Background: an optimization exercise with open tools, aiming at small area and a short achievable clock period. Do not read the settings as production practice.
Only simulation tests tie the RTL to the original design; equivalence was not proved.

==> flow/design.v <==
module sqrt_16s (
    input         clk,
    input  [15:0] data_i,
    input         vld_i,
    output [15:0] data_o,
    output        vld_o
);
    function [6:0] tbl3;
        input [5:0] v;
        case (v)
            6'd0: tbl3 = {3'd0, 4'd0};
            6'd1: tbl3 = {3'd1, 4'd0};
            6'd2: tbl3 = {3'd1, 4'd1};
            6'd3: tbl3 = {3'd1, 4'd2};
            6'd4: tbl3 = {3'd2, 4'd0};
            6'd5: tbl3 = {3'd2, 4'd1};
            6'd6: tbl3 = {3'd2, 4'd2};
            6'd7: tbl3 = {3'd2, 4'd3};
            6'd8: tbl3 = {3'd2, 4'd4};
            6'd9: tbl3 = {3'd3, 4'd0};
            6'd10: tbl3 = {3'd3, 4'd1};
            6'd11: tbl3 = {3'd3, 4'd2};
            6'd12: tbl3 = {3'd3, 4'd3};
            6'd13: tbl3 = {3'd3, 4'd4};
            6'd14: tbl3 = {3'd3, 4'd5};
            6'd15: tbl3 = {3'd3, 4'd6};
            6'd16: tbl3 = {3'd4, 4'd0};
            6'd17: tbl3 = {3'd4, 4'd1};
            6'd18: tbl3 = {3'd4, 4'd2};
            6'd19: tbl3 = {3'd4, 4'd3};
            6'd20: tbl3 = {3'd4, 4'd4};
            6'd21: tbl3 = {3'd4, 4'd5};
            6'd22: tbl3 = {3'd4, 4'd6};
            6'd23: tbl3 = {3'd4, 4'd7};
            6'd24: tbl3 = {3'd4, 4'd8};
            6'd25: tbl3 = {3'd5, 4'd0};
            6'd26: tbl3 = {3'd5, 4'd1};
            6'd27: tbl3 = {3'd5, 4'd2};
            6'd28: tbl3 = {3'd5, 4'd3};
            6'd29: tbl3 = {3'd5, 4'd4};
            6'd30: tbl3 = {3'd5, 4'd5};
            6'd31: tbl3 = {3'd5, 4'd6};
            6'd32: tbl3 = {3'd5, 4'd7};
            6'd33: tbl3 = {3'd5, 4'd8};
            6'd34: tbl3 = {3'd5, 4'd9};
            6'd35: tbl3 = {3'd5, 4'd10};
            6'd36: tbl3 = {3'd6, 4'd0};
            6'd37: tbl3 = {3'd6, 4'd1};
            6'd38: tbl3 = {3'd6, 4'd2};
            6'd39: tbl3 = {3'd6, 4'd3};
            6'd40: tbl3 = {3'd6, 4'd4};
            6'd41: tbl3 = {3'd6, 4'd5};
            6'd42: tbl3 = {3'd6, 4'd6};
            6'd43: tbl3 = {3'd6, 4'd7};
            6'd44: tbl3 = {3'd6, 4'd8};
            6'd45: tbl3 = {3'd6, 4'd9};
            6'd46: tbl3 = {3'd6, 4'd10};
            6'd47: tbl3 = {3'd6, 4'd11};
            6'd48: tbl3 = {3'd6, 4'd12};
            6'd49: tbl3 = {3'd7, 4'd0};
            6'd50: tbl3 = {3'd7, 4'd1};
            6'd51: tbl3 = {3'd7, 4'd2};
            6'd52: tbl3 = {3'd7, 4'd3};
            6'd53: tbl3 = {3'd7, 4'd4};
            6'd54: tbl3 = {3'd7, 4'd5};
            6'd55: tbl3 = {3'd7, 4'd6};
            6'd56: tbl3 = {3'd7, 4'd7};
            6'd57: tbl3 = {3'd7, 4'd8};
            6'd58: tbl3 = {3'd7, 4'd9};
            6'd59: tbl3 = {3'd7, 4'd10};
            6'd60: tbl3 = {3'd7, 4'd11};
            6'd61: tbl3 = {3'd7, 4'd12};
            6'd62: tbl3 = {3'd7, 4'd13};
            6'd63: tbl3 = {3'd7, 4'd14};
            default: tbl3 = 7'bx;
        endcase
    endfunction
    wire [6:0] t3 = tbl3(data_i[15:10]);
    wire [2:0] q3 = t3[6:4];
    wire [3:0] r3 = t3[3:0];
    wire [9:0] x3 = data_i[9:0];
    wire [5:0] a4 = {r3, x3[9:8]};
    wire [5:0] b4 = {1'b0, q3, 2'b01};
    wire [5:0] g4_0 = ~a4 & b4;
    wire [5:0] p4_0 = ~a4 | b4;
    wire g4_1_1 = g4_0[1] | (p4_0[1] & g4_0[0]);
    wire p4_1_1 = p4_0[1] & p4_0[0];
    wire g4_1_3 = g4_0[3] | (p4_0[3] & g4_0[2]);
    wire p4_1_3 = p4_0[3] & p4_0[2];
    wire g4_1_5 = g4_0[5] | (p4_0[5] & g4_0[4]);
    wire p4_1_5 = p4_0[5] & p4_0[4];
    wire g4_2_3 = g4_1_3 | (p4_1_3 & g4_1_1);
    wire p4_2_3 = p4_1_3 & p4_1_1;
    wire g4_5_5 = g4_1_5 | (p4_1_5 & g4_2_3);
    wire p4_5_5 = p4_1_5 & p4_2_3;
    wire g4_6_2 = g4_0[2] | (p4_0[2] & g4_1_1);
    wire p4_6_2 = p4_0[2] & p4_1_1;
    wire g4_6_4 = g4_0[4] | (p4_0[4] & g4_2_3);
    wire p4_6_4 = p4_0[4] & p4_2_3;
    wire s4 = g4_5_5;
    wire [4:0] c4 = {g4_2_3, g4_6_2, g4_1_1, g4_0[0], 1'b0};
    wire [4:0] r4 = a4[4:0] ^ ({5{~s4}} & (b4[4:0] ^ c4));
    wire [3:0] q4 = {q3, ~s4};
    wire [7:0] x4 = x3[7:0];
    reg  [3:0] q_r4;
    always @(posedge clk) q_r4 <= q4;
    reg  [4:0] r_r4;
    always @(posedge clk) r_r4 <= r4;
    reg  [7:0] x_r4;
    always @(posedge clk) x_r4 <= x4;
    reg  [0:0] v_r4;
    always @(posedge clk) v_r4 <= vld_i;
    wire [6:0] a5 = {r_r4, x_r4[7:6]};
    wire [6:0] b5 = {1'b0, q_r4, 2'b01};
    wire [6:0] g5_0 = ~a5 & b5;
    wire [6:0] p5_0 = ~a5 | b5;
    wire g5_1_1 = g5_0[1] | (p5_0[1] & g5_0[0]);
    wire p5_1_1 = p5_0[1] & p5_0[0];
    wire g5_1_3 = g5_0[3] | (p5_0[3] & g5_0[2]);
    wire p5_1_3 = p5_0[3] & p5_0[2];
    wire g5_1_5 = g5_0[5] | (p5_0[5] & g5_0[4]);
    wire p5_1_5 = p5_0[5] & p5_0[4];
    wire g5_2_3 = g5_1_3 | (p5_1_3 & g5_1_1);
    wire p5_2_3 = p5_1_3 & p5_1_1;
    wire g5_5_5 = g5_1_5 | (p5_1_5 & g5_2_3);
    wire p5_5_5 = p5_1_5 & p5_2_3;
    wire g5_6_2 = g5_0[2] | (p5_0[2] & g5_1_1);
    wire p5_6_2 = p5_0[2] & p5_1_1;
    wire g5_6_4 = g5_0[4] | (p5_0[4] & g5_2_3);
    wire p5_6_4 = p5_0[4] & p5_2_3;
    wire g5_6_6 = g5_0[6] | (p5_0[6] & g5_5_5);
    wire p5_6_6 = p5_0[6] & p5_5_5;
    wire s5 = g5_6_6;
    wire [5:0] c5 = {g5_6_4, g5_2_3, g5_6_2, g5_1_1, g5_0[0], 1'b0};
    wire [5:0] r5 = a5[5:0] ^ ({6{~s5}} & (b5[5:0] ^ c5));
    wire [4:0] q5 = {q_r4, ~s5};
    wire [5:0] x5 = x_r4[5:0];
    reg  [4:0] q_r5;
    always @(posedge clk) q_r5 <= q5;
    reg  [5:0] r_r5;
    always @(posedge clk) r_r5 <= r5;
    reg  [5:0] x_r5;
    always @(posedge clk) x_r5 <= x5;
    reg  [0:0] v_r5;
    always @(posedge clk) v_r5 <= v_r4;
    wire [7:0] a6 = {r_r5, x_r5[5:4]};
    wire [7:0] b6 = {1'b0, q_r5, 2'b01};
    wire [7:0] g6_0 = ~a6 & b6;
    wire [7:0] p6_0 = ~a6 | b6;
    wire g6_1_1 = g6_0[1] | (p6_0[1] & g6_0[0]);
    wire p6_1_1 = p6_0[1] & p6_0[0];
    wire g6_1_3 = g6_0[3] | (p6_0[3] & g6_0[2]);
    wire p6_1_3 = p6_0[3] & p6_0[2];
    wire g6_1_5 = g6_0[5] | (p6_0[5] & g6_0[4]);
    wire p6_1_5 = p6_0[5] & p6_0[4];
    wire g6_1_7 = g6_0[7] | (p6_0[7] & g6_0[6]);
    wire p6_1_7 = p6_0[7] & p6_0[6];
    wire g6_2_3 = g6_1_3 | (p6_1_3 & g6_1_1);
    wire p6_2_3 = p6_1_3 & p6_1_1;
    wire g6_2_7 = g6_1_7 | (p6_1_7 & g6_1_5);
    wire p6_2_7 = p6_1_7 & p6_1_5;
    wire g6_3_7 = g6_2_7 | (p6_2_7 & g6_2_3);
    wire p6_3_7 = p6_2_7 & p6_2_3;
    wire g6_5_5 = g6_1_5 | (p6_1_5 & g6_2_3);
    wire p6_5_5 = p6_1_5 & p6_2_3;
    wire g6_6_2 = g6_0[2] | (p6_0[2] & g6_1_1);
    wire p6_6_2 = p6_0[2] & p6_1_1;
    wire g6_6_4 = g6_0[4] | (p6_0[4] & g6_2_3);
    wire p6_6_4 = p6_0[4] & p6_2_3;
    wire g6_6_6 = g6_0[6] | (p6_0[6] & g6_5_5);
    wire p6_6_6 = p6_0[6] & p6_5_5;
    wire s6 = g6_3_7;
    wire [6:0] c6 = {g6_5_5, g6_6_4, g6_2_3, g6_6_2, g6_1_1, g6_0[0], 1'b0};
    wire [6:0] r6 = a6[6:0] ^ ({7{~s6}} & (b6[6:0] ^ c6));
    wire [5:0] q6 = {q_r5, ~s6};
    wire [3:0] x6 = x_r5[3:0];
    reg  [5:0] q_r6;
    always @(posedge clk) q_r6 <= q6;
    reg  [6:0] r_r6;
    always @(posedge clk) r_r6 <= r6;
    reg  [3:0] x_r6;
    always @(posedge clk) x_r6 <= x6;
    reg  [0:0] v_r6;
    always @(posedge clk) v_r6 <= v_r5;
    wire [8:0] a7 = {r_r6, x_r6[3:2]};
    wire [8:0] b7 = {1'b0, q_r6, 2'b01};
    wire [8:0] g7_0 = ~a7 & b7;
    wire [8:0] p7_0 = ~a7 | b7;
    wire g7_1_1 = g7_0[1] | (p7_0[1] & g7_0[0]);
    wire p7_1_1 = p7_0[1] & p7_0[0];
    wire g7_1_3 = g7_0[3] | (p7_0[3] & g7_0[2]);
    wire p7_1_3 = p7_0[3] & p7_0[2];
    wire g7_1_5 = g7_0[5] | (p7_0[5] & g7_0[4]);
    wire p7_1_5 = p7_0[5] & p7_0[4];
    wire g7_1_7 = g7_0[7] | (p7_0[7] & g7_0[6]);
    wire p7_1_7 = p7_0[7] & p7_0[6];
    wire g7_2_3 = g7_1_3 | (p7_1_3 & g7_1_1);
    wire p7_2_3 = p7_1_3 & p7_1_1;
    wire g7_2_7 = g7_1_7 | (p7_1_7 & g7_1_5);
    wire p7_2_7 = p7_1_7 & p7_1_5;
    wire g7_3_7 = g7_2_7 | (p7_2_7 & g7_2_3);
    wire p7_3_7 = p7_2_7 & p7_2_3;
    wire g7_7_5 = g7_1_5 | (p7_1_5 & g7_2_3);
    wire p7_7_5 = p7_1_5 & p7_2_3;
    wire g7_8_2 = g7_0[2] | (p7_0[2] & g7_1_1);
    wire p7_8_2 = p7_0[2] & p7_1_1;
    wire g7_8_4 = g7_0[4] | (p7_0[4] & g7_2_3);
    wire p7_8_4 = p7_0[4] & p7_2_3;
    wire g7_8_6 = g7_0[6] | (p7_0[6] & g7_7_5);
    wire p7_8_6 = p7_0[6] & p7_7_5;
    wire g7_8_8 = g7_0[8] | (p7_0[8] & g7_3_7);
    wire p7_8_8 = p7_0[8] & p7_3_7;
    wire s7 = g7_8_8;
    wire [7:0] c7 = {g7_8_6, g7_7_5, g7_8_4, g7_2_3, g7_8_2, g7_1_1, g7_0[0], 1'b0};
    wire [7:0] r7 = a7[7:0] ^ ({8{~s7}} & (b7[7:0] ^ c7));
    wire [6:0] q7 = {q_r6, ~s7};
    wire [1:0] x7 = x_r6[1:0];
    reg  [6:0] q_r7;
    always @(posedge clk) q_r7 <= q7;
    reg  [7:0] r_r7;
    always @(posedge clk) r_r7 <= r7;
    reg  [1:0] x_r7;
    always @(posedge clk) x_r7 <= x7;
    reg  [0:0] v_r7;
    always @(posedge clk) v_r7 <= v_r6;
    wire [9:0] a8 = {r_r7, x_r7[1:0]};
    wire [9:0] b8 = {1'b0, q_r7, 2'b01};
    wire [9:0] g8_0 = ~a8 & b8;
    wire [9:0] p8_0 = ~a8 | b8;
    wire g8_1_1 = g8_0[1] | (p8_0[1] & g8_0[0]);
    wire p8_1_1 = p8_0[1] & p8_0[0];
    wire g8_1_3 = g8_0[3] | (p8_0[3] & g8_0[2]);
    wire p8_1_3 = p8_0[3] & p8_0[2];
    wire g8_1_5 = g8_0[5] | (p8_0[5] & g8_0[4]);
    wire p8_1_5 = p8_0[5] & p8_0[4];
    wire g8_1_7 = g8_0[7] | (p8_0[7] & g8_0[6]);
    wire p8_1_7 = p8_0[7] & p8_0[6];
    wire g8_1_9 = g8_0[9] | (p8_0[9] & g8_0[8]);
    wire p8_1_9 = p8_0[9] & p8_0[8];
    wire g8_2_3 = g8_1_3 | (p8_1_3 & g8_1_1);
    wire p8_2_3 = p8_1_3 & p8_1_1;
    wire g8_2_7 = g8_1_7 | (p8_1_7 & g8_1_5);
    wire p8_2_7 = p8_1_7 & p8_1_5;
    wire g8_3_7 = g8_2_7 | (p8_2_7 & g8_2_3);
    wire p8_3_7 = p8_2_7 & p8_2_3;
    wire g8_7_5 = g8_1_5 | (p8_1_5 & g8_2_3);
    wire p8_7_5 = p8_1_5 & p8_2_3;
    wire g8_7_9 = g8_1_9 | (p8_1_9 & g8_3_7);
    wire p8_7_9 = p8_1_9 & p8_3_7;
    wire g8_8_2 = g8_0[2] | (p8_0[2] & g8_1_1);
    wire p8_8_2 = p8_0[2] & p8_1_1;
    wire g8_8_4 = g8_0[4] | (p8_0[4] & g8_2_3);
    wire p8_8_4 = p8_0[4] & p8_2_3;
    wire g8_8_6 = g8_0[6] | (p8_0[6] & g8_7_5);
    wire p8_8_6 = p8_0[6] & p8_7_5;
    wire g8_8_8 = g8_0[8] | (p8_0[8] & g8_3_7);
    wire p8_8_8 = p8_0[8] & p8_3_7;
    wire s8 = g8_7_9;
    wire [8:0] c8 = {g8_3_7, g8_8_6, g8_7_5, g8_8_4, g8_2_3, g8_8_2, g8_1_1, g8_0[0], 1'b0};
    wire [8:0] r8 = a8[8:0] ^ ({9{~s8}} & (b8[8:0] ^ c8));
    wire [7:0] q8 = {q_r7, ~s8};
    reg  [7:0] q_r8;
    always @(posedge clk) q_r8 <= q8;
    reg  [8:0] r_r8;
    always @(posedge clk) r_r8 <= r8;
    reg  [0:0] v_r8;
    always @(posedge clk) v_r8 <= v_r7;
    wire [10:0] a9 = {r_r8, 2'b00};
    wire [10:0] b9 = {1'b0, q_r8, 2'b01};
    wire [10:0] g9_0 = ~a9 & b9;
    wire [10:0] p9_0 = ~a9 | b9;
    wire g9_1_1 = g9_0[1] | (p9_0[1] & g9_0[0]);
    wire p9_1_1 = p9_0[1] & p9_0[0];
    wire g9_1_3 = g9_0[3] | (p9_0[3] & g9_0[2]);
    wire p9_1_3 = p9_0[3] & p9_0[2];
    wire g9_1_5 = g9_0[5] | (p9_0[5] & g9_0[4]);
    wire p9_1_5 = p9_0[5] & p9_0[4];
    wire g9_1_7 = g9_0[7] | (p9_0[7] & g9_0[6]);
    wire p9_1_7 = p9_0[7] & p9_0[6];
    wire g9_1_9 = g9_0[9] | (p9_0[9] & g9_0[8]);
    wire p9_1_9 = p9_0[9] & p9_0[8];
    wire g9_2_3 = g9_1_3 | (p9_1_3 & g9_1_1);
    wire p9_2_3 = p9_1_3 & p9_1_1;
    wire g9_2_7 = g9_1_7 | (p9_1_7 & g9_1_5);
    wire p9_2_7 = p9_1_7 & p9_1_5;
    wire g9_3_7 = g9_2_7 | (p9_2_7 & g9_2_3);
    wire p9_3_7 = p9_2_7 & p9_2_3;
    wire g9_7_5 = g9_1_5 | (p9_1_5 & g9_2_3);
    wire p9_7_5 = p9_1_5 & p9_2_3;
    wire g9_7_9 = g9_1_9 | (p9_1_9 & g9_3_7);
    wire p9_7_9 = p9_1_9 & p9_3_7;
    wire g9_8_2 = g9_0[2] | (p9_0[2] & g9_1_1);
    wire p9_8_2 = p9_0[2] & p9_1_1;
    wire g9_8_4 = g9_0[4] | (p9_0[4] & g9_2_3);
    wire p9_8_4 = p9_0[4] & p9_2_3;
    wire g9_8_6 = g9_0[6] | (p9_0[6] & g9_7_5);
    wire p9_8_6 = p9_0[6] & p9_7_5;
    wire g9_8_8 = g9_0[8] | (p9_0[8] & g9_3_7);
    wire p9_8_8 = p9_0[8] & p9_3_7;
    wire g9_8_10 = g9_0[10] | (p9_0[10] & g9_7_9);
    wire p9_8_10 = p9_0[10] & p9_7_9;
    wire s9 = g9_8_10;
    wire [9:0] c9 = {g9_8_8, g9_3_7, g9_8_6, g9_7_5, g9_8_4, g9_2_3, g9_8_2, g9_1_1, g9_0[0], 1'b0};
    wire [9:0] r9 = a9[9:0] ^ ({10{~s9}} & (b9[9:0] ^ c9));
    wire [8:0] q9 = {q_r8, ~s9};
    reg  [8:0] q_r9;
    always @(posedge clk) q_r9 <= q9;
    reg  [9:0] r_r9;
    always @(posedge clk) r_r9 <= r9;
    reg  [0:0] v_r9;
    always @(posedge clk) v_r9 <= v_r8;
    wire [11:0] a10 = {r_r9, 2'b00};
    wire [11:0] b10 = {1'b0, q_r9, 2'b01};
    wire [11:0] g10_0 = ~a10 & b10;
    wire [11:0] p10_0 = ~a10 | b10;
    wire g10_1_1 = g10_0[1] | (p10_0[1] & g10_0[0]);
    wire p10_1_1 = p10_0[1] & p10_0[0];
    wire g10_1_3 = g10_0[3] | (p10_0[3] & g10_0[2]);
    wire p10_1_3 = p10_0[3] & p10_0[2];
    wire g10_1_5 = g10_0[5] | (p10_0[5] & g10_0[4]);
    wire p10_1_5 = p10_0[5] & p10_0[4];
    wire g10_1_7 = g10_0[7] | (p10_0[7] & g10_0[6]);
    wire p10_1_7 = p10_0[7] & p10_0[6];
    wire g10_1_9 = g10_0[9] | (p10_0[9] & g10_0[8]);
    wire p10_1_9 = p10_0[9] & p10_0[8];
    wire g10_1_11 = g10_0[11] | (p10_0[11] & g10_0[10]);
    wire p10_1_11 = p10_0[11] & p10_0[10];
    wire g10_2_3 = g10_1_3 | (p10_1_3 & g10_1_1);
    wire p10_2_3 = p10_1_3 & p10_1_1;
    wire g10_2_7 = g10_1_7 | (p10_1_7 & g10_1_5);
    wire p10_2_7 = p10_1_7 & p10_1_5;
    wire g10_2_11 = g10_1_11 | (p10_1_11 & g10_1_9);
    wire p10_2_11 = p10_1_11 & p10_1_9;
    wire g10_3_7 = g10_2_7 | (p10_2_7 & g10_2_3);
    wire p10_3_7 = p10_2_7 & p10_2_3;
    wire g10_6_11 = g10_2_11 | (p10_2_11 & g10_3_7);
    wire p10_6_11 = p10_2_11 & p10_3_7;
    wire g10_7_5 = g10_1_5 | (p10_1_5 & g10_2_3);
    wire p10_7_5 = p10_1_5 & p10_2_3;
    wire g10_7_9 = g10_1_9 | (p10_1_9 & g10_3_7);
    wire p10_7_9 = p10_1_9 & p10_3_7;
    wire g10_8_2 = g10_0[2] | (p10_0[2] & g10_1_1);
    wire p10_8_2 = p10_0[2] & p10_1_1;
    wire g10_8_4 = g10_0[4] | (p10_0[4] & g10_2_3);
    wire p10_8_4 = p10_0[4] & p10_2_3;
    wire g10_8_6 = g10_0[6] | (p10_0[6] & g10_7_5);
    wire p10_8_6 = p10_0[6] & p10_7_5;
    wire g10_8_8 = g10_0[8] | (p10_0[8] & g10_3_7);
    wire p10_8_8 = p10_0[8] & p10_3_7;
    wire g10_8_10 = g10_0[10] | (p10_0[10] & g10_7_9);
    wire p10_8_10 = p10_0[10] & p10_7_9;
    wire s10 = g10_6_11;
    wire [10:0] c10 = {g10_7_9, g10_8_8, g10_3_7, g10_8_6, g10_7_5, g10_8_4, g10_2_3, g10_8_2, g10_1_1, g10_0[0], 1'b0};
    wire [10:0] r10 = a10[10:0] ^ ({11{~s10}} & (b10[10:0] ^ c10));
    wire [9:0] q10 = {q_r9, ~s10};
    reg  [9:0] q_r10;
    always @(posedge clk) q_r10 <= q10;
    reg  [10:0] r_r10;
    always @(posedge clk) r_r10 <= r10;
    reg  [0:0] v_r10;
    always @(posedge clk) v_r10 <= v_r9;
    wire [12:0] a11 = {r_r10, 2'b00};
    wire [12:0] b11 = {1'b0, q_r10, 2'b01};
    wire [12:0] g11_0 = ~a11 & b11;
    wire [12:0] p11_0 = ~a11 | b11;
    wire g11_1_1 = g11_0[1] | (p11_0[1] & g11_0[0]);
    wire p11_1_1 = p11_0[1] & p11_0[0];
    wire g11_1_3 = g11_0[3] | (p11_0[3] & g11_0[2]);
    wire p11_1_3 = p11_0[3] & p11_0[2];
    wire g11_1_5 = g11_0[5] | (p11_0[5] & g11_0[4]);
    wire p11_1_5 = p11_0[5] & p11_0[4];
    wire g11_1_7 = g11_0[7] | (p11_0[7] & g11_0[6]);
    wire p11_1_7 = p11_0[7] & p11_0[6];
    wire g11_1_9 = g11_0[9] | (p11_0[9] & g11_0[8]);
    wire p11_1_9 = p11_0[9] & p11_0[8];
    wire g11_1_11 = g11_0[11] | (p11_0[11] & g11_0[10]);
    wire p11_1_11 = p11_0[11] & p11_0[10];
    wire g11_2_3 = g11_1_3 | (p11_1_3 & g11_1_1);
    wire p11_2_3 = p11_1_3 & p11_1_1;
    wire g11_2_7 = g11_1_7 | (p11_1_7 & g11_1_5);
    wire p11_2_7 = p11_1_7 & p11_1_5;
    wire g11_2_11 = g11_1_11 | (p11_1_11 & g11_1_9);
    wire p11_2_11 = p11_1_11 & p11_1_9;
    wire g11_3_7 = g11_2_7 | (p11_2_7 & g11_2_3);
    wire p11_3_7 = p11_2_7 & p11_2_3;
    wire g11_6_11 = g11_2_11 | (p11_2_11 & g11_3_7);
    wire p11_6_11 = p11_2_11 & p11_3_7;
    wire g11_7_5 = g11_1_5 | (p11_1_5 & g11_2_3);
    wire p11_7_5 = p11_1_5 & p11_2_3;
    wire g11_7_9 = g11_1_9 | (p11_1_9 & g11_3_7);
    wire p11_7_9 = p11_1_9 & p11_3_7;
    wire g11_8_2 = g11_0[2] | (p11_0[2] & g11_1_1);
    wire p11_8_2 = p11_0[2] & p11_1_1;
    wire g11_8_4 = g11_0[4] | (p11_0[4] & g11_2_3);
    wire p11_8_4 = p11_0[4] & p11_2_3;
    wire g11_8_6 = g11_0[6] | (p11_0[6] & g11_7_5);
    wire p11_8_6 = p11_0[6] & p11_7_5;
    wire g11_8_8 = g11_0[8] | (p11_0[8] & g11_3_7);
    wire p11_8_8 = p11_0[8] & p11_3_7;
    wire g11_8_10 = g11_0[10] | (p11_0[10] & g11_7_9);
    wire p11_8_10 = p11_0[10] & p11_7_9;
    wire g11_8_12 = g11_0[12] | (p11_0[12] & g11_6_11);
    wire p11_8_12 = p11_0[12] & p11_6_11;
    wire s11 = g11_8_12;
    wire [11:0] c11 = {g11_8_10, g11_7_9, g11_8_8, g11_3_7, g11_8_6, g11_7_5, g11_8_4, g11_2_3, g11_8_2, g11_1_1, g11_0[0], 1'b0};
    wire [11:0] r11 = a11[11:0] ^ ({12{~s11}} & (b11[11:0] ^ c11));
    wire [10:0] q11 = {q_r10, ~s11};
    reg  [10:0] q_r11;
    always @(posedge clk) q_r11 <= q11;
    reg  [11:0] r_r11;
    always @(posedge clk) r_r11 <= r11;
    reg  [0:0] v_r11;
    always @(posedge clk) v_r11 <= v_r10;
    wire [13:0] a12 = {r_r11, 2'b00};
    wire [13:0] b12 = {1'b0, q_r11, 2'b01};
    wire [13:0] g12_0 = ~a12 & b12;
    wire [13:0] p12_0 = ~a12 | b12;
    wire g12_1_1 = g12_0[1] | (p12_0[1] & g12_0[0]);
    wire p12_1_1 = p12_0[1] & p12_0[0];
    wire g12_1_3 = g12_0[3] | (p12_0[3] & g12_0[2]);
    wire p12_1_3 = p12_0[3] & p12_0[2];
    wire g12_1_5 = g12_0[5] | (p12_0[5] & g12_0[4]);
    wire p12_1_5 = p12_0[5] & p12_0[4];
    wire g12_1_7 = g12_0[7] | (p12_0[7] & g12_0[6]);
    wire p12_1_7 = p12_0[7] & p12_0[6];
    wire g12_1_9 = g12_0[9] | (p12_0[9] & g12_0[8]);
    wire p12_1_9 = p12_0[9] & p12_0[8];
    wire g12_1_11 = g12_0[11] | (p12_0[11] & g12_0[10]);
    wire p12_1_11 = p12_0[11] & p12_0[10];
    wire g12_1_13 = g12_0[13] | (p12_0[13] & g12_0[12]);
    wire p12_1_13 = p12_0[13] & p12_0[12];
    wire g12_2_3 = g12_1_3 | (p12_1_3 & g12_1_1);
    wire p12_2_3 = p12_1_3 & p12_1_1;
    wire g12_2_7 = g12_1_7 | (p12_1_7 & g12_1_5);
    wire p12_2_7 = p12_1_7 & p12_1_5;
    wire g12_2_11 = g12_1_11 | (p12_1_11 & g12_1_9);
    wire p12_2_11 = p12_1_11 & p12_1_9;
    wire g12_3_7 = g12_2_7 | (p12_2_7 & g12_2_3);
    wire p12_3_7 = p12_2_7 & p12_2_3;
    wire g12_6_11 = g12_2_11 | (p12_2_11 & g12_3_7);
    wire p12_6_11 = p12_2_11 & p12_3_7;
    wire g12_7_5 = g12_1_5 | (p12_1_5 & g12_2_3);
    wire p12_7_5 = p12_1_5 & p12_2_3;
    wire g12_7_9 = g12_1_9 | (p12_1_9 & g12_3_7);
    wire p12_7_9 = p12_1_9 & p12_3_7;
    wire g12_7_13 = g12_1_13 | (p12_1_13 & g12_6_11);
    wire p12_7_13 = p12_1_13 & p12_6_11;
    wire g12_8_2 = g12_0[2] | (p12_0[2] & g12_1_1);
    wire p12_8_2 = p12_0[2] & p12_1_1;
    wire g12_8_4 = g12_0[4] | (p12_0[4] & g12_2_3);
    wire p12_8_4 = p12_0[4] & p12_2_3;
    wire g12_8_6 = g12_0[6] | (p12_0[6] & g12_7_5);
    wire p12_8_6 = p12_0[6] & p12_7_5;
    wire g12_8_8 = g12_0[8] | (p12_0[8] & g12_3_7);
    wire p12_8_8 = p12_0[8] & p12_3_7;
    wire g12_8_10 = g12_0[10] | (p12_0[10] & g12_7_9);
    wire p12_8_10 = p12_0[10] & p12_7_9;
    wire g12_8_12 = g12_0[12] | (p12_0[12] & g12_6_11);
    wire p12_8_12 = p12_0[12] & p12_6_11;
    wire s12 = g12_7_13;
    wire [12:0] c12 = {g12_6_11, g12_8_10, g12_7_9, g12_8_8, g12_3_7, g12_8_6, g12_7_5, g12_8_4, g12_2_3, g12_8_2, g12_1_1, g12_0[0], 1'b0};
    wire [12:0] r12 = a12[12:0] ^ ({13{~s12}} & (b12[12:0] ^ c12));
    wire [11:0] q12 = {q_r11, ~s12};
    reg  [11:0] q_r12;
    always @(posedge clk) q_r12 <= q12;
    reg  [12:0] r_r12;
    always @(posedge clk) r_r12 <= r12;
    reg  [0:0] v_r12;
    always @(posedge clk) v_r12 <= v_r11;
    wire [14:0] a13 = {r_r12, 2'b00};
    wire [14:0] b13 = {1'b0, q_r12, 2'b01};
    wire [14:0] g13_0 = ~a13 & b13;
    wire [14:0] p13_0 = ~a13 | b13;
    wire g13_1_1 = g13_0[1] | (p13_0[1] & g13_0[0]);
    wire p13_1_1 = p13_0[1] & p13_0[0];
    wire g13_1_3 = g13_0[3] | (p13_0[3] & g13_0[2]);
    wire p13_1_3 = p13_0[3] & p13_0[2];
    wire g13_1_5 = g13_0[5] | (p13_0[5] & g13_0[4]);
    wire p13_1_5 = p13_0[5] & p13_0[4];
    wire g13_1_7 = g13_0[7] | (p13_0[7] & g13_0[6]);
    wire p13_1_7 = p13_0[7] & p13_0[6];
    wire g13_1_9 = g13_0[9] | (p13_0[9] & g13_0[8]);
    wire p13_1_9 = p13_0[9] & p13_0[8];
    wire g13_1_11 = g13_0[11] | (p13_0[11] & g13_0[10]);
    wire p13_1_11 = p13_0[11] & p13_0[10];
    wire g13_1_13 = g13_0[13] | (p13_0[13] & g13_0[12]);
    wire p13_1_13 = p13_0[13] & p13_0[12];
    wire g13_2_3 = g13_1_3 | (p13_1_3 & g13_1_1);
    wire p13_2_3 = p13_1_3 & p13_1_1;
    wire g13_2_7 = g13_1_7 | (p13_1_7 & g13_1_5);
    wire p13_2_7 = p13_1_7 & p13_1_5;
    wire g13_2_11 = g13_1_11 | (p13_1_11 & g13_1_9);
    wire p13_2_11 = p13_1_11 & p13_1_9;
    wire g13_3_7 = g13_2_7 | (p13_2_7 & g13_2_3);
    wire p13_3_7 = p13_2_7 & p13_2_3;
    wire g13_6_11 = g13_2_11 | (p13_2_11 & g13_3_7);
    wire p13_6_11 = p13_2_11 & p13_3_7;
    wire g13_7_5 = g13_1_5 | (p13_1_5 & g13_2_3);
    wire p13_7_5 = p13_1_5 & p13_2_3;
    wire g13_7_9 = g13_1_9 | (p13_1_9 & g13_3_7);
    wire p13_7_9 = p13_1_9 & p13_3_7;
    wire g13_7_13 = g13_1_13 | (p13_1_13 & g13_6_11);
    wire p13_7_13 = p13_1_13 & p13_6_11;
    wire g13_8_2 = g13_0[2] | (p13_0[2] & g13_1_1);
    wire p13_8_2 = p13_0[2] & p13_1_1;
    wire g13_8_4 = g13_0[4] | (p13_0[4] & g13_2_3);
    wire p13_8_4 = p13_0[4] & p13_2_3;
    wire g13_8_6 = g13_0[6] | (p13_0[6] & g13_7_5);
    wire p13_8_6 = p13_0[6] & p13_7_5;
    wire g13_8_8 = g13_0[8] | (p13_0[8] & g13_3_7);
    wire p13_8_8 = p13_0[8] & p13_3_7;
    wire g13_8_10 = g13_0[10] | (p13_0[10] & g13_7_9);
    wire p13_8_10 = p13_0[10] & p13_7_9;
    wire g13_8_12 = g13_0[12] | (p13_0[12] & g13_6_11);
    wire p13_8_12 = p13_0[12] & p13_6_11;
    wire g13_8_14 = g13_0[14] | (p13_0[14] & g13_7_13);
    wire p13_8_14 = p13_0[14] & p13_7_13;
    wire s13 = g13_8_14;
    wire [13:0] c13 = {g13_8_12, g13_6_11, g13_8_10, g13_7_9, g13_8_8, g13_3_7, g13_8_6, g13_7_5, g13_8_4, g13_2_3, g13_8_2, g13_1_1, g13_0[0], 1'b0};
    wire [13:0] r13 = a13[13:0] ^ ({14{~s13}} & (b13[13:0] ^ c13));
    wire [12:0] q13 = {q_r12, ~s13};
    reg  [12:0] q_r13;
    always @(posedge clk) q_r13 <= q13;
    reg  [13:0] r_r13;
    always @(posedge clk) r_r13 <= r13;
    reg  [0:0] v_r13;
    always @(posedge clk) v_r13 <= v_r12;
    wire [15:0] a14 = {r_r13, 2'b00};
    wire [15:0] b14 = {1'b0, q_r13, 2'b01};
    wire [15:0] g14_0 = ~a14 & b14;
    wire [15:0] p14_0 = ~a14 | b14;
    wire g14_1_1 = g14_0[1] | (p14_0[1] & g14_0[0]);
    wire p14_1_1 = p14_0[1] & p14_0[0];
    wire g14_1_3 = g14_0[3] | (p14_0[3] & g14_0[2]);
    wire p14_1_3 = p14_0[3] & p14_0[2];
    wire g14_1_5 = g14_0[5] | (p14_0[5] & g14_0[4]);
    wire p14_1_5 = p14_0[5] & p14_0[4];
    wire g14_1_7 = g14_0[7] | (p14_0[7] & g14_0[6]);
    wire p14_1_7 = p14_0[7] & p14_0[6];
    wire g14_1_9 = g14_0[9] | (p14_0[9] & g14_0[8]);
    wire p14_1_9 = p14_0[9] & p14_0[8];
    wire g14_1_11 = g14_0[11] | (p14_0[11] & g14_0[10]);
    wire p14_1_11 = p14_0[11] & p14_0[10];
    wire g14_1_13 = g14_0[13] | (p14_0[13] & g14_0[12]);
    wire p14_1_13 = p14_0[13] & p14_0[12];
    wire g14_1_15 = g14_0[15] | (p14_0[15] & g14_0[14]);
    wire p14_1_15 = p14_0[15] & p14_0[14];
    wire g14_2_3 = g14_1_3 | (p14_1_3 & g14_1_1);
    wire p14_2_3 = p14_1_3 & p14_1_1;
    wire g14_2_7 = g14_1_7 | (p14_1_7 & g14_1_5);
    wire p14_2_7 = p14_1_7 & p14_1_5;
    wire g14_2_11 = g14_1_11 | (p14_1_11 & g14_1_9);
    wire p14_2_11 = p14_1_11 & p14_1_9;
    wire g14_2_15 = g14_1_15 | (p14_1_15 & g14_1_13);
    wire p14_2_15 = p14_1_15 & p14_1_13;
    wire g14_3_7 = g14_2_7 | (p14_2_7 & g14_2_3);
    wire p14_3_7 = p14_2_7 & p14_2_3;
    wire g14_3_15 = g14_2_15 | (p14_2_15 & g14_2_11);
    wire p14_3_15 = p14_2_15 & p14_2_11;
    wire g14_4_15 = g14_3_15 | (p14_3_15 & g14_3_7);
    wire p14_4_15 = p14_3_15 & p14_3_7;
    wire g14_6_11 = g14_2_11 | (p14_2_11 & g14_3_7);
    wire p14_6_11 = p14_2_11 & p14_3_7;
    wire g14_7_5 = g14_1_5 | (p14_1_5 & g14_2_3);
    wire p14_7_5 = p14_1_5 & p14_2_3;
    wire g14_7_9 = g14_1_9 | (p14_1_9 & g14_3_7);
    wire p14_7_9 = p14_1_9 & p14_3_7;
    wire g14_7_13 = g14_1_13 | (p14_1_13 & g14_6_11);
    wire p14_7_13 = p14_1_13 & p14_6_11;
    wire g14_8_2 = g14_0[2] | (p14_0[2] & g14_1_1);
    wire p14_8_2 = p14_0[2] & p14_1_1;
    wire g14_8_4 = g14_0[4] | (p14_0[4] & g14_2_3);
    wire p14_8_4 = p14_0[4] & p14_2_3;
    wire g14_8_6 = g14_0[6] | (p14_0[6] & g14_7_5);
    wire p14_8_6 = p14_0[6] & p14_7_5;
    wire g14_8_8 = g14_0[8] | (p14_0[8] & g14_3_7);
    wire p14_8_8 = p14_0[8] & p14_3_7;
    wire g14_8_10 = g14_0[10] | (p14_0[10] & g14_7_9);
    wire p14_8_10 = p14_0[10] & p14_7_9;
    wire g14_8_12 = g14_0[12] | (p14_0[12] & g14_6_11);
    wire p14_8_12 = p14_0[12] & p14_6_11;
    wire g14_8_14 = g14_0[14] | (p14_0[14] & g14_7_13);
    wire p14_8_14 = p14_0[14] & p14_7_13;
    wire s14 = g14_4_15;
    wire [14:0] c14 = {g14_7_13, g14_8_12, g14_6_11, g14_8_10, g14_7_9, g14_8_8, g14_3_7, g14_8_6, g14_7_5, g14_8_4, g14_2_3, g14_8_2, g14_1_1, g14_0[0], 1'b0};
    wire [14:0] r14 = a14[14:0] ^ ({15{~s14}} & (b14[14:0] ^ c14));
    wire [13:0] q14 = {q_r13, ~s14};
    reg  [13:0] q_r14;
    always @(posedge clk) q_r14 <= q14;
    reg  [14:0] r_r14;
    always @(posedge clk) r_r14 <= r14;
    reg  [0:0] v_r14;
    always @(posedge clk) v_r14 <= v_r13;
    wire [16:0] a15 = {r_r14, 2'b00};
    wire [16:0] b15 = {1'b0, q_r14, 2'b01};
    wire [16:0] g15_0 = ~a15 & b15;
    wire [16:0] p15_0 = ~a15 | b15;
    wire g15_1_1 = g15_0[1] | (p15_0[1] & g15_0[0]);
    wire p15_1_1 = p15_0[1] & p15_0[0];
    wire g15_1_3 = g15_0[3] | (p15_0[3] & g15_0[2]);
    wire p15_1_3 = p15_0[3] & p15_0[2];
    wire g15_1_5 = g15_0[5] | (p15_0[5] & g15_0[4]);
    wire p15_1_5 = p15_0[5] & p15_0[4];
    wire g15_1_7 = g15_0[7] | (p15_0[7] & g15_0[6]);
    wire p15_1_7 = p15_0[7] & p15_0[6];
    wire g15_1_9 = g15_0[9] | (p15_0[9] & g15_0[8]);
    wire p15_1_9 = p15_0[9] & p15_0[8];
    wire g15_1_11 = g15_0[11] | (p15_0[11] & g15_0[10]);
    wire p15_1_11 = p15_0[11] & p15_0[10];
    wire g15_1_13 = g15_0[13] | (p15_0[13] & g15_0[12]);
    wire p15_1_13 = p15_0[13] & p15_0[12];
    wire g15_1_15 = g15_0[15] | (p15_0[15] & g15_0[14]);
    wire p15_1_15 = p15_0[15] & p15_0[14];
    wire g15_2_3 = g15_1_3 | (p15_1_3 & g15_1_1);
    wire p15_2_3 = p15_1_3 & p15_1_1;
    wire g15_2_7 = g15_1_7 | (p15_1_7 & g15_1_5);
    wire p15_2_7 = p15_1_7 & p15_1_5;
    wire g15_2_11 = g15_1_11 | (p15_1_11 & g15_1_9);
    wire p15_2_11 = p15_1_11 & p15_1_9;
    wire g15_2_15 = g15_1_15 | (p15_1_15 & g15_1_13);
    wire p15_2_15 = p15_1_15 & p15_1_13;
    wire g15_3_7 = g15_2_7 | (p15_2_7 & g15_2_3);
    wire p15_3_7 = p15_2_7 & p15_2_3;
    wire g15_3_15 = g15_2_15 | (p15_2_15 & g15_2_11);
    wire p15_3_15 = p15_2_15 & p15_2_11;
    wire g15_4_15 = g15_3_15 | (p15_3_15 & g15_3_7);
    wire p15_4_15 = p15_3_15 & p15_3_7;
    wire g15_8_11 = g15_2_11 | (p15_2_11 & g15_3_7);
    wire p15_8_11 = p15_2_11 & p15_3_7;
    wire g15_9_5 = g15_1_5 | (p15_1_5 & g15_2_3);
    wire p15_9_5 = p15_1_5 & p15_2_3;
    wire g15_9_9 = g15_1_9 | (p15_1_9 & g15_3_7);
    wire p15_9_9 = p15_1_9 & p15_3_7;
    wire g15_9_13 = g15_1_13 | (p15_1_13 & g15_8_11);
    wire p15_9_13 = p15_1_13 & p15_8_11;
    wire g15_10_2 = g15_0[2] | (p15_0[2] & g15_1_1);
    wire p15_10_2 = p15_0[2] & p15_1_1;
    wire g15_10_4 = g15_0[4] | (p15_0[4] & g15_2_3);
    wire p15_10_4 = p15_0[4] & p15_2_3;
    wire g15_10_6 = g15_0[6] | (p15_0[6] & g15_9_5);
    wire p15_10_6 = p15_0[6] & p15_9_5;
    wire g15_10_8 = g15_0[8] | (p15_0[8] & g15_3_7);
    wire p15_10_8 = p15_0[8] & p15_3_7;
    wire g15_10_10 = g15_0[10] | (p15_0[10] & g15_9_9);
    wire p15_10_10 = p15_0[10] & p15_9_9;
    wire g15_10_12 = g15_0[12] | (p15_0[12] & g15_8_11);
    wire p15_10_12 = p15_0[12] & p15_8_11;
    wire g15_10_14 = g15_0[14] | (p15_0[14] & g15_9_13);
    wire p15_10_14 = p15_0[14] & p15_9_13;
    wire g15_10_16 = g15_0[16] | (p15_0[16] & g15_4_15);
    wire p15_10_16 = p15_0[16] & p15_4_15;
    wire s15 = g15_10_16;
    wire [15:0] c15 = {g15_10_14, g15_9_13, g15_10_12, g15_8_11, g15_10_10, g15_9_9, g15_10_8, g15_3_7, g15_10_6, g15_9_5, g15_10_4, g15_2_3, g15_10_2, g15_1_1, g15_0[0], 1'b0};
    wire [15:0] r15 = a15[15:0] ^ ({16{~s15}} & (b15[15:0] ^ c15));
    wire [14:0] q15 = {q_r14, ~s15};
    reg  [14:0] q_r15;
    always @(posedge clk) q_r15 <= q15;
    reg  [15:0] r_r15;
    always @(posedge clk) r_r15 <= r15;
    reg  [0:0] v_r15;
    always @(posedge clk) v_r15 <= v_r14;
    wire [17:0] a16 = {r_r15, 2'b00};
    wire [17:0] b16 = {1'b0, q_r15, 2'b01};
    wire [17:0] g16_0 = ~a16 & b16;
    wire [17:0] p16_0 = ~a16 | b16;
    wire g16_1_1 = g16_0[1] | (p16_0[1] & g16_0[0]);
    wire p16_1_1 = p16_0[1] & p16_0[0];
    wire g16_1_3 = g16_0[3] | (p16_0[3] & g16_0[2]);
    wire p16_1_3 = p16_0[3] & p16_0[2];
    wire g16_1_5 = g16_0[5] | (p16_0[5] & g16_0[4]);
    wire p16_1_5 = p16_0[5] & p16_0[4];
    wire g16_1_7 = g16_0[7] | (p16_0[7] & g16_0[6]);
    wire p16_1_7 = p16_0[7] & p16_0[6];
    wire g16_1_9 = g16_0[9] | (p16_0[9] & g16_0[8]);
    wire p16_1_9 = p16_0[9] & p16_0[8];
    wire g16_1_11 = g16_0[11] | (p16_0[11] & g16_0[10]);
    wire p16_1_11 = p16_0[11] & p16_0[10];
    wire g16_1_13 = g16_0[13] | (p16_0[13] & g16_0[12]);
    wire p16_1_13 = p16_0[13] & p16_0[12];
    wire g16_1_15 = g16_0[15] | (p16_0[15] & g16_0[14]);
    wire p16_1_15 = p16_0[15] & p16_0[14];
    wire g16_1_17 = g16_0[17] | (p16_0[17] & g16_0[16]);
    wire p16_1_17 = p16_0[17] & p16_0[16];
    wire g16_2_3 = g16_1_3 | (p16_1_3 & g16_1_1);
    wire p16_2_3 = p16_1_3 & p16_1_1;
    wire g16_2_7 = g16_1_7 | (p16_1_7 & g16_1_5);
    wire p16_2_7 = p16_1_7 & p16_1_5;
    wire g16_2_11 = g16_1_11 | (p16_1_11 & g16_1_9);
    wire p16_2_11 = p16_1_11 & p16_1_9;
    wire g16_2_15 = g16_1_15 | (p16_1_15 & g16_1_13);
    wire p16_2_15 = p16_1_15 & p16_1_13;
    wire g16_3_7 = g16_2_7 | (p16_2_7 & g16_2_3);
    wire p16_3_7 = p16_2_7 & p16_2_3;
    wire g16_3_15 = g16_2_15 | (p16_2_15 & g16_2_11);
    wire p16_3_15 = p16_2_15 & p16_2_11;
    wire g16_4_15 = g16_3_15 | (p16_3_15 & g16_3_7);
    wire p16_4_15 = p16_3_15 & p16_3_7;
    wire g16_8_11 = g16_2_11 | (p16_2_11 & g16_3_7);
    wire p16_8_11 = p16_2_11 & p16_3_7;
    wire g16_9_5 = g16_1_5 | (p16_1_5 & g16_2_3);
    wire p16_9_5 = p16_1_5 & p16_2_3;
    wire g16_9_9 = g16_1_9 | (p16_1_9 & g16_3_7);
    wire p16_9_9 = p16_1_9 & p16_3_7;
    wire g16_9_13 = g16_1_13 | (p16_1_13 & g16_8_11);
    wire p16_9_13 = p16_1_13 & p16_8_11;
    wire g16_9_17 = g16_1_17 | (p16_1_17 & g16_4_15);
    wire p16_9_17 = p16_1_17 & p16_4_15;
    wire g16_10_2 = g16_0[2] | (p16_0[2] & g16_1_1);
    wire p16_10_2 = p16_0[2] & p16_1_1;
    wire g16_10_4 = g16_0[4] | (p16_0[4] & g16_2_3);
    wire p16_10_4 = p16_0[4] & p16_2_3;
    wire g16_10_6 = g16_0[6] | (p16_0[6] & g16_9_5);
    wire p16_10_6 = p16_0[6] & p16_9_5;
    wire g16_10_8 = g16_0[8] | (p16_0[8] & g16_3_7);
    wire p16_10_8 = p16_0[8] & p16_3_7;
    wire g16_10_10 = g16_0[10] | (p16_0[10] & g16_9_9);
    wire p16_10_10 = p16_0[10] & p16_9_9;
    wire g16_10_12 = g16_0[12] | (p16_0[12] & g16_8_11);
    wire p16_10_12 = p16_0[12] & p16_8_11;
    wire g16_10_14 = g16_0[14] | (p16_0[14] & g16_9_13);
    wire p16_10_14 = p16_0[14] & p16_9_13;
    wire g16_10_16 = g16_0[16] | (p16_0[16] & g16_4_15);
    wire p16_10_16 = p16_0[16] & p16_4_15;
    wire s16 = g16_9_17;
    wire [15:0] q16 = {q_r15, ~s16};
    reg  [15:0] q_r16;
    always @(posedge clk) q_r16 <= q16;
    reg  [0:0] v_r16;
    always @(posedge clk) v_r16 <= v_r15;
    assign data_o = q_r16;
    assign vld_o  = v_r16;
endmodule
==> flow/flow/run.sh <==
#!/bin/bash
# The standard layout (standard.sh: ORFS from synthesis to the final layout) with:
#  - ADDER_MAP_FILE empty: Yosys does not extract full/half-adder cells, so ABC maps
#    all the logic itself (the registers are the same as in the standard synthesis);
#  - buf_2 cells as the input and output port buffers;
#  - a clock tree of clkbuf_8 cells without dummy loads.
# Everything ORFS prints goes to standard.log in this folder; each step's own log stays
# under orfs/logs/.
bash standard.sh \
  "ADDER_MAP_FILE=" \
  "BUFFER_PORTS_ARGS=-buffer_cell sky130_fd_sc_hd__buf_2" \
  "CTS_ARGS=-sink_clustering_enable -repair_clock_nets -dont_use_dummy_load -buf_list sky130_fd_sc_hd__clkbuf_8 -sink_clustering_size 14 -sink_clustering_max_diameter 50" \
  finish > standard.log 2>&1
==> flow/standard.sh <==
#!/bin/bash
# synth_recipe.tcl (not shown) runs the flow's synth.tcl, then flattens the netlist and writes it again
# the make line also repeats each setting of config.mk as NAME=value (left out here)
make -C /OpenROAD-flow-scripts/flow DESIGN_CONFIG=/design/flow/config.mk WORK_HOME=/design/flow/orfs CLKGATE_MAP_FILE= SYNTH_SCRIPT=/design/flow/synth_recipe.tcl "${@:-finish}"
==> flow/config.mk <==
export PLATFORM = sky130hd
export DESIGN_NAME = sqrt_16s
export DESIGN_NICKNAME = sqrt_16s
export VERILOG_FILES = /design/flow/design.v
export SDC_FILE = /design/flow/constraint.sdc
export NUM_CORES = 4
export LEC_CHECK = 0
export ABC_AREA = 1
export CAP_MARGIN = 20
export CORE_MARGIN = 2
export CORE_UTILIZATION = 40
export SETUP_SLACK_MARGIN = 1.3
export SLEW_MARGIN = 20
==> flow/constraint.sdc <==
create_clock -name core_clock -period 3.0 [get_ports {clk}]
set_input_delay 0.6000 -clock core_clock [delete_from_list [all_inputs] [get_ports {clk}]]
set_output_delay 0.6000 -clock core_clock [all_outputs]
set_load 0.01 [all_outputs]
==> results of run 1 <==
-- kinds of logic after synthesis --
logic type               Yosys count  synth area share [%]
AND/OR/NAND/NOR                  599                  23.6
flip-flops                       275                  48.8
buffers and inverters            254                  8.97
AO/OA/AOI/OAI                    168                  8.88
XOR/XNOR                         123                  9.62
adder cells (fa/ha/maj)            1                0.0999
-- layout make-up --
type,count,share of cell area (%)
inverter,246,7.15
timing repair inverter,1,0.0473
multi-input combinational,896,40.3
timing repair buffer,75,3.79
tap,378,3.58
clock buffer,29,3.02
sequential,275,42.1
-- routing by layer --
layer / global-route usage, % / vias up / routed length (microns)
li1: - / 4598 / -
met1: 13.4 / 3859 / 8010
met2: 26.3 / 133 / 10500
met3: 2.27 / 53 / 629
met4: 6.07 / 0 / 754
met5: 0 / - / 0
-- metrics by stage --
step,instances,hold slack (ns)
finish,1900,0.130
detailed placement,1824,0.312
global placement,1824,0.311
floorplan,1420,0.310
CTS,1862,0.0884
global route,1900,0.0970
-- what timing repair did --
action | CTS | global route
setup buffers | 8 | 33
pin swaps | 10 | 60
gates resized for setup | 35 | 192
cloned | 1 | 5
endpoints found under the hold margin | 0 | 0
endpoints found under the setup margin | 58 | 97
-- registers in the layout, indices dropped and copies added (netlist names), 12 cells and up --
name,cells
q_r12,12
q_r16,16
q_r15,15
q_r13,13
r_r15,14
r_r13,12
r_r14,13
q_r14,14
-- worst max-delay path, stage by stage, from the launching register on --
cell and delay, ns:
dfxtp_1 0.37, inv_1 0.09, o21ai_1 0.13, inv_1 0.10, a21oi_2 0.18, nand2_4 0.08, a21boi_4 0.23, buf_12 0.18
nand2_2 0.06, xor2_1 0.13
-- final timing paths --
kind | start | end | slack [ns] | cells past startpoint
setup reg to reg | r_r11[9]$_DFF_P_ | r_r12[7]$_DFF_P_ | 1.34 | 9
hold / removal | data_i[7] | x_r4[7]$_DFF_P_ | 0.13 | 1
hold reg to reg | v_r11$_DFF_P_ | v_r12$_DFF_P_ | 0.29 | 0
setup / recovery | r_r11[9]$_DFF_P_ | r_r12[7]$_DFF_P_ | 1.34 | 9
-- layout by cell type, fill, tap and decap left out, types with 29 or more instances in the layout --
cell type,instances
nand2_1,295
nor2_1,70
xor2_1,93
o21ai_0,51
buf_4,37
dfxtp_1,235
nand2_2,54
inv_2,32
nand3_1,75
inv_1,210
buf_2,34
clkbuf_8,29
dfxtp_2,36
==> out/qor.yml, run 1 <==
postSynthCellCount: 1420
synth.most_common_cell: "nand2_1"
clk_latency_ns: 0.56
fin_crit_ns: 1.66
die_y_microns: 172
io_pins: 35
grt_overflow: 0
postLayoutCoreUtil_pct: 47.6
wire_per_inst_microns: 10.5
ys_seq_area_share_pct: 48.8
dp_slack_ns: 0.964
drive_above_1_share_pct: 23.6
drtAntennaViolNets: 0
seq_area_sq_um: 5570
required_ns: 3.44
fin_setup_tns_ns: 0
ys_seq_elements: 275
vias: 8643
die-area_sq_um: 29500
tightest_slew_ns: 0.602
syn_nets: 1438
wl_microns: 19900
grt_use_total_pct: 13.3
slew_headroom_pct: 59.8
diodes: 0
h-tree-depth: 1
hold_path_class: "input port to flip-flop"
io_buffers: 34
cap_violations: 0
stdcell_area_sq_um: 13200
floorplan.rows: 61
synthTopCellsByArea: "dfxtp_1 (49%), nand2_1 (11%), inv_1 (7.9%)"
multiInputGateArea_sq_um: 5340
slew_violations: 0
synthTopCellsByCount: "nand2_1 (339), dfxtp_1 (275), inv_1 (236)"
postPlaceCellArea_sq_um: 11900
outcome: "complete, no violations"
fin_ws_ns: 1.34
fp.coreArea_sq_um: 27800
clockRootBuffer: "clkbuf_8"
die_w_microns: 172
cts.sinks: 275
antenna_found_initial: 0
grt_pass1_vias: 8001
finalHoldViolations: 0
crit_fanout: 8
hpwl_microns: 14300
drc: 0
critPathArrivalTime_ns: 2.10
finalCritPeriodShare_pct: 55.3
routed_via_density: 4.55
rsz0062_at_grt: "true"
synth-edff-count: 0
numCtsBuffers: 29
critPathLaunchType: "flip-flop"
fin_skew_ns: 0.0352
ys.flop_type: "dfxtp_1"
nNetsFinal: 1542
start_util_pct: 40.6
max_freq_ghz: 0.603
fill_cells: 2698
grt_pass1_wl_microns: 33000
cp-end-kind: "flip-flop"
setup_viol: 0
grt_max_degree: 20
gp_congestion: 0.791
cts_tree: "done"
drt_iter0_drc: 307
async_flop_share_pct: 0
max-clock-path-buffers: 3
synth_area_sq_um: 11300
netlist.area_leader.share_pct: 48.8
syn_area_per_cell_sq_um: 7.94
synth_top_area_cell: "dfxtp_1"
synth.distinct_cells: 46
firstDrtPassIters: 5
areaGrowthSynthToFinish_pct: 17.3
worstSetupPathType: "flip-flop to flip-flop"
yosys_warnings: 1
clkSlewWorstSetupHoldPaths_ns: 0.09
hold_buffers: 0
==> inputs of run 2 (changes only) <==
--- a/flow/config.mk
+++ b/flow/config.mk
@@ -9,5 +9,5 @@
 export CAP_MARGIN = 20
 export CORE_MARGIN = 2
 export CORE_UTILIZATION = 40
-export SETUP_SLACK_MARGIN = 1.3
+export SETUP_SLACK_MARGIN = 1.2
 export SLEW_MARGIN = 20
==> out/qor.yml, run 2 <==
dp.cells: 1824
netlist.area_leader.share_pct: 48.8
synth.most_common_cell: "nand2_1"
syn_nets: 1438
cp-end-kind: "flip-flop"
drc: 0
clockRootBuffer: "clkbuf_8"
start_util_pct: 40.6
fin_crit_ns: 1.68
drtAntennaViolNets: 0
seq_area_sq_um: 5520
synth.distinct_cells: 46
critPathLaunch: "q_r11[3]$_DFF_P_"
diodes: 0
grt_overflow: 0
hpwl_microns: 14400
h-tree-depth: 1
cts_tree: "done"
crit_path_frequent_cell: "nand2_1"
max-clock-path-buffers: 3
regMostFlops: "q_r16"
max_freq_ghz: 0.594
reg.largest.list: "q_r16 x16, q_r15 x15"
setup_viol: 0
antenna_found_initial: 0
multiInputGateArea_sq_um: 4980
fin_setup_tns_ns: 0
firstDrtPassIters: 4
nNetsFinal: 1507
floorplan.rows: 61
crit_path_max_incr_delay_ns: 0.34
postLayoutCoreUtil_pct: 45.1
routed_via_density: 4.46
largest_reg_flops: 16
synthTopCellsByArea: "dfxtp_1 (49%), nand2_1 (11%), inv_1 (7.9%)"
worstSetupPathType: "flip-flop to flip-flop"
grt_use_total_pct: 12.9
grt_max_degree: 20
ys_seq_elements: 275
crit_path_top_delay_cell: "dfxtp_2"
grt_pass1_vias: 7680
tightest_slew_ns: 0.441
slew_violations: 0
numCtsBuffers: 27
stdcell_area_sq_um: 12500
io_pins: 35
crit_path_end: "r_r12[7]$_DFF_P_"
r2r_start: "q_r11[3]$_DFF_P_"
areaGrowthSynthToFinish_pct: 11.2
postPlaceCellArea_sq_um: 11800
yosys_warnings: 1
drive_above_1_share_pct: 13.5
fp.coreArea_sq_um: 27800
ys_seq_area_share_pct: 48.8
rsz0062_at_grt: "true"
slew_headroom_pct: 70.5
rrSetupSlack_ns: 1.32
critPathArrivalTime_ns: 2.10
reg2reg_to: "r_r12[7]$_DFF_P_"
required_ns: 3.41
crit_cells: 12
cpLargestDelayFamily: "simple AND/OR/NAND/NOR gates"
cts.sinks: 275
finalHoldViolations: 0
synthTopCellsByCount: "nand2_1 (339), dfxtp_1 (275), inv_1 (236)"
wire_per_inst_microns: 10.2
synth_area_sq_um: 11300
clk_latency_ns: 0.55
fin_skew_ns: 0.0458
wl_microns: 19000
final_common_cell: "nand2_1"
gp_congestion: 0.787
fill_cells: 2767
grt_pass1_wl_microns: 31800
crit_buf_inv: 3
async_flop_share_pct: 0
final_cell_mix: "nand2_1 (329), dfxtp_1 (264), inv_1 (233)"
outcome: "complete, no violations"
crit_fanout: 8
die_y_microns: 172
final_cells: 1865
clkSlewWorstSetupHoldPaths_ns: 0.08
postSynthCellCount: 1420
ys.flop_type: "dfxtp_1"
vias: 8323
hold_path_class: "input port to flip-flop"
r2r_cells: 12
finalCritPeriodShare_pct: 56.1
cap_violations: 0
critPathLaunchType: "flip-flop"
io_buffers: 34
drt_iter0_drc: 289
synth-edff-count: 0
syn_area_per_cell_sq_um: 7.94
die_w_microns: 172
hold_buffers: 0
synth_top_area_cell: "dfxtp_1"
die-area_sq_um: 29500
critical_path.cell_chain: "inv_1 -> nand2_1 -> inv_1 -> o21ai_0 -> nand2_1 -> nand3b_4 -> nand3_2 -> nand2_4 -> a21boi_4 -> buf_12 -> nand2_1 -> xor2_1"
run 2: cell counts after synthesis:
Identical to the previous run, type by type.
run 2: kinds of logic after synthesis:
| kind of cell | Yosys count | share of synthesized area, % |
|---|---|---|
| fa+ha+maj | 1 | 0.0999 |
| flops | 275 | 48.8 |
| xor+xnor | 123 | 9.62 |
| compound gates | 168 | 8.88 |
| simple gates | 599 | 23.6 |
| buf+inv | 254 | 8.97 |
run 2: metal layers:
metal  track usage, %  share of wire [%]  vias up
met5                0                  0        -
li1                 -                  -     4516
met3             2.20                3.1       40
met2             26.2                 52      111
met1             12.9                 41     3656
met4             4.38                3.2        0
run 2: how the worst min path moves through the flow:
stage,from,to,slack (ns),cells past startpoint
global route,data_i[4],x_r4[4]$_DFF_P_,0.10,1
detailed placement,v_r4$_DFF_P_,v_r5$_DFF_P_,0.31,0
finish,data_i[6],x_r4[6]$_DFF_P_,0.15,1
CTS,data_i[4],x_r4[4]$_DFF_P_,0.10,1
global placement,x_r4[1]$_DFF_P_,x_r5[1]$_DFF_P_,0.31,0
floorplan,v_r9$_DFF_P_,v_r10$_DFF_P_,0.31,0
run 2: layout make-up:
type,instances,area share [%]
multi-input cells,894,39.7
well taps,378,3.77
repair buffers,45,2.12
inverters,246,7.44
flip-flops and latches,275,44.0
clock buffers,27,2.96
run 2: what timing repair did:
action,in CTS,in global routing
resized for setup,2,60
pin swaps,1,17
cloned,0,3
setup endpoints to repair,11,80
setup buffers,2,9
run 2: worst reg2reg max path: cells and delay by family (launching register included):
kind	cells	cell delay, ns
AND/OR/NAND/NOR	6	0.53
flip-flops	1	0.34
AO/OA/AOI/OAI	2	0.29
buffers and inverters	3	0.27
XOR/XNOR	1	0.13
run 2: metrics by stage:
stage               hold slack (ns)  setup slack (ns)
floorplan                     0.310              1.23
global placement              0.311              1.02
detailed placement            0.312             0.971
CTS                           0.105              1.20
global route                  0.101              1.14
finish                        0.146              1.32
==> inputs of run 3 (changes only) <==
--- a/flow/config.mk
+++ b/flow/config.mk
@@ -9,5 +9,5 @@
 export CAP_MARGIN = 20
 export CORE_MARGIN = 2
 export CORE_UTILIZATION = 40
-export SETUP_SLACK_MARGIN = 1.2
+export SETUP_SLACK_MARGIN = 1.25
 export SLEW_MARGIN = 20
==> out/qor.yml, run 3 <==
outcome: "complete, no violations"
numCtsBuffers: 28
synth_area_sq_um: 11300
areaGrowthSynthToFinish_pct: 14.6
nNetsFinal: 1528
synth_top_family_by_area: "simple AND/OR/NAND/NOR gates"
crit_path_max_incr_delay_ns: 0.35
cap_violations: 0
die_w_microns: 172
postPlaceCellArea_sq_um: 11900
grt_use_total_pct: 13.1
syn_area_per_cell_sq_um: 7.94
die_y_microns: 172
synth-edff-count: 0
start_util_pct: 40.6
required_ns: 3.43
tightest_slew_ns: 0.390
die-area_sq_um: 29500
crit_fanout: 7
hold_path_class: "input port to flip-flop"
critical_path.cell_chain: "inv_2 -> nand2_2 -> a21oi_1 -> a21oi_2 -> nand3_2 -> nand2_2 -> nand2_2 -> nand2_2 -> nand2_4 -> nand2_8 -> nand2_2 -> xnor2_1"
clockRootBuffer: "clkbuf_8"
grt_pass1_vias: 7921
synth_compound_area_share_pct: 8.88
rsz0062_at_grt: "true"
async_flop_share_pct: 0
floorplan.rows: 61
vias: 8531
synthTopCellsByArea: "dfxtp_1 (49%), nand2_1 (11%), inv_1 (7.9%)"
io_pins: 35
critPathArrivalTime_ns: 2.14
io_buffers: 34
gp_congestion: 0.804
synthMuxAreaShare_pct: 0
syn_nets: 1438
hold_buffers: 0
firstDrtPassIters: 4
synth.most_common_cell: "nand2_1"
finalCritPeriodShare_pct: 57.0
drc: 0
yosys.area_share.simple_pct: 23.6
synthTopCellsByCount: "nand2_1 (339), dfxtp_1 (275), inv_1 (236)"
stdcell_area_sq_um: 12900
synthAdderAreaFrac_pct: 0.0999
netlist.area_leader.share_pct: 48.8
drt_iter0_drc: 291
crit_path_frequent_cell: "nand2_2"
reg.largest.list: "q_r16 x16, q_r15 x15"
ys.flop_type: "dfxtp_1"
finalHoldViolations: 0
ys_seq_area_share_pct: 48.8
largest_reg_flops: 16
synth.distinct_cells: 46
diodes: 0
hpwl_microns: 14300
fp.coreArea_sq_um: 27800
synth-xor-area-share_pct: 9.62
cts.sinks: 275
grt_pass1_wl_microns: 32400
fin_skew_ns: 0.0341
clkSlewWorstSetupHoldPaths_ns: 0.08
slew_headroom_pct: 73.9
drive_above_1_share_pct: 19.0
setup_viol: 0
grt_max_degree: 20
fin_crit_ns: 1.71
final_cell_mix: "nand2_1 (307), dfxtp_1 (249), inv_1 (225)"
fin_setup_tns_ns: 0
critPathLaunchType: "flip-flop"
ys_seq_elements: 275
antenna_found_initial: 0
clk_latency_ns: 0.57
wl_microns: 19700
final_common_cell: "nand2_1"
regMostFlops: "q_r16"
routed_via_density: 4.52
slew_violations: 0
cts_tree: "done"
crit_path_top_delay_cell: "dfxtp_2"
h-tree-depth: 1
cp-end-kind: "flip-flop"
worstSetupPathType: "flip-flop to flip-flop"
wire_per_inst_microns: 10.4
max-clock-path-buffers: 3
drtAntennaViolNets: 0
synth_top_area_cell: "dfxtp_1"
grt_overflow: 0
yosys_warnings: 1
max_freq_ghz: 0.585
postSynthCellCount: 1420
-- run 3: cell counts after synthesis --
Identical to the previous run, type by type.
-- run 3: logic make-up after synthesis --
logic type	after synthesis
AO/OA/AOI/OAI	168
flip-flops	275
buffers and inverters	254
adder cells (fa/ha/maj)	1
AND/OR/NAND/NOR	599
XOR/XNOR	123
-- run 3: critical path, delay by kind of cell, from the launching register on --
| family | cells | cell delay [ns] |
|---|---|---|
| and+or+nand+nor | 8 | 0.82 |
| DFF | 1 | 0.35 |
| AOI/OAI and AO/OA | 2 | 0.20 |
| xor gates and xnor gates | 1 | 0.12 |
| buffers and inverters | 1 | 0.06 |
-- run 3: stage by stage --
stage	setup slack (ns)	hold slack [ns]	utilization (%)	std cells
floorplan	1.25	0.310	-	1420
global placement	0.982	0.310	42.7	1824
detailed placement	0.954	0.312	42.7	1824
CTS	1.25	0.100	44.3	1854
global route	1.20	0.102	46.5	1886
finish	1.29	0.145	46.5	1886
-- run 3: area by class of cell --
type,count,area (sq um)
Fill cell,2752,14900
Timing Repair inverter,1,8.76
Inverter,246,948
Timing Repair Buffer,63,395
Multi-Input combinational cell,895,5160
Clock buffer,28,385
Sequential cell,275,5540
Tap cell,378,473
-- run 3: worst paths after layout --
check / from / to / slack [ns] / cells past startpoint
worst min register to register: v_r11$_DFF_P_ / v_r12$_DFF_P_ / 0.30 / 0
worst min-delay path: data_i[0] / x_r4[0]$_DFF_P_ / 0.15 / 1
worst max-delay path: r_r12[4]$_DFF_P_ / r_r13[12]$_DFF_P_ / 1.29 / 12
worst max register to register: r_r12[4]$_DFF_P_ / r_r13[12]$_DFF_P_ / 1.29 / 12
-- run 3: timing repair --
action                     4_1_cts  5_1_grt
setup buffers                    1       28
resized for setup               10      142
pin swaps                        4       45
setup endpoints to repair       32       90
cloned                           1        4
-- run 3: routing by layer --
metal	vias up	global-route usage, %	wire length, microns
li1	4559	-	-
met1	3816	13.2	7930
met2	104	26.0	10400
met3	52	2.24	561
met4	0	5.41	748
met5	-	0	0

==> re-timing with driven ports <==
The flow's constraints put no driver on any port. The routed layouts listed below were extracted and timed again, unchanged, in two steps.
Step 1, drivers: a clkbuf_16 drives clk and a buf_2 each remaining input, both assumed.
Step 2 also shifts input and output timing later by t, the mid clock arrival at the registers, as if the neighbouring blocks saw the same clock.
a / b / c = ideal / step 1 / step 2; a / b = the first two.
run | t (ns) | slack for setup (ns) | worst setup path at the end | clock arrival spread, ns | cell pins on the clock port's net
run 1 | 0.586 | 1.342 / 1.342 / 0.967 | input to register | 0.036 / 0.036 | 1
run 2 | 0.570 | 1.317 / 1.317 / 0.996 | input to register | 0.046 / 0.046 | 1
run 3 | 0.591 | 1.290 / 1.290 / 0.934 | input to register | 0.035 / 0.035 | 1
After both steps every run listed still meets setup and hold. For run 1, which loses most, drivers alone change the setup slack by 0.000 ns; drivers and shift together by -0.375 ns.
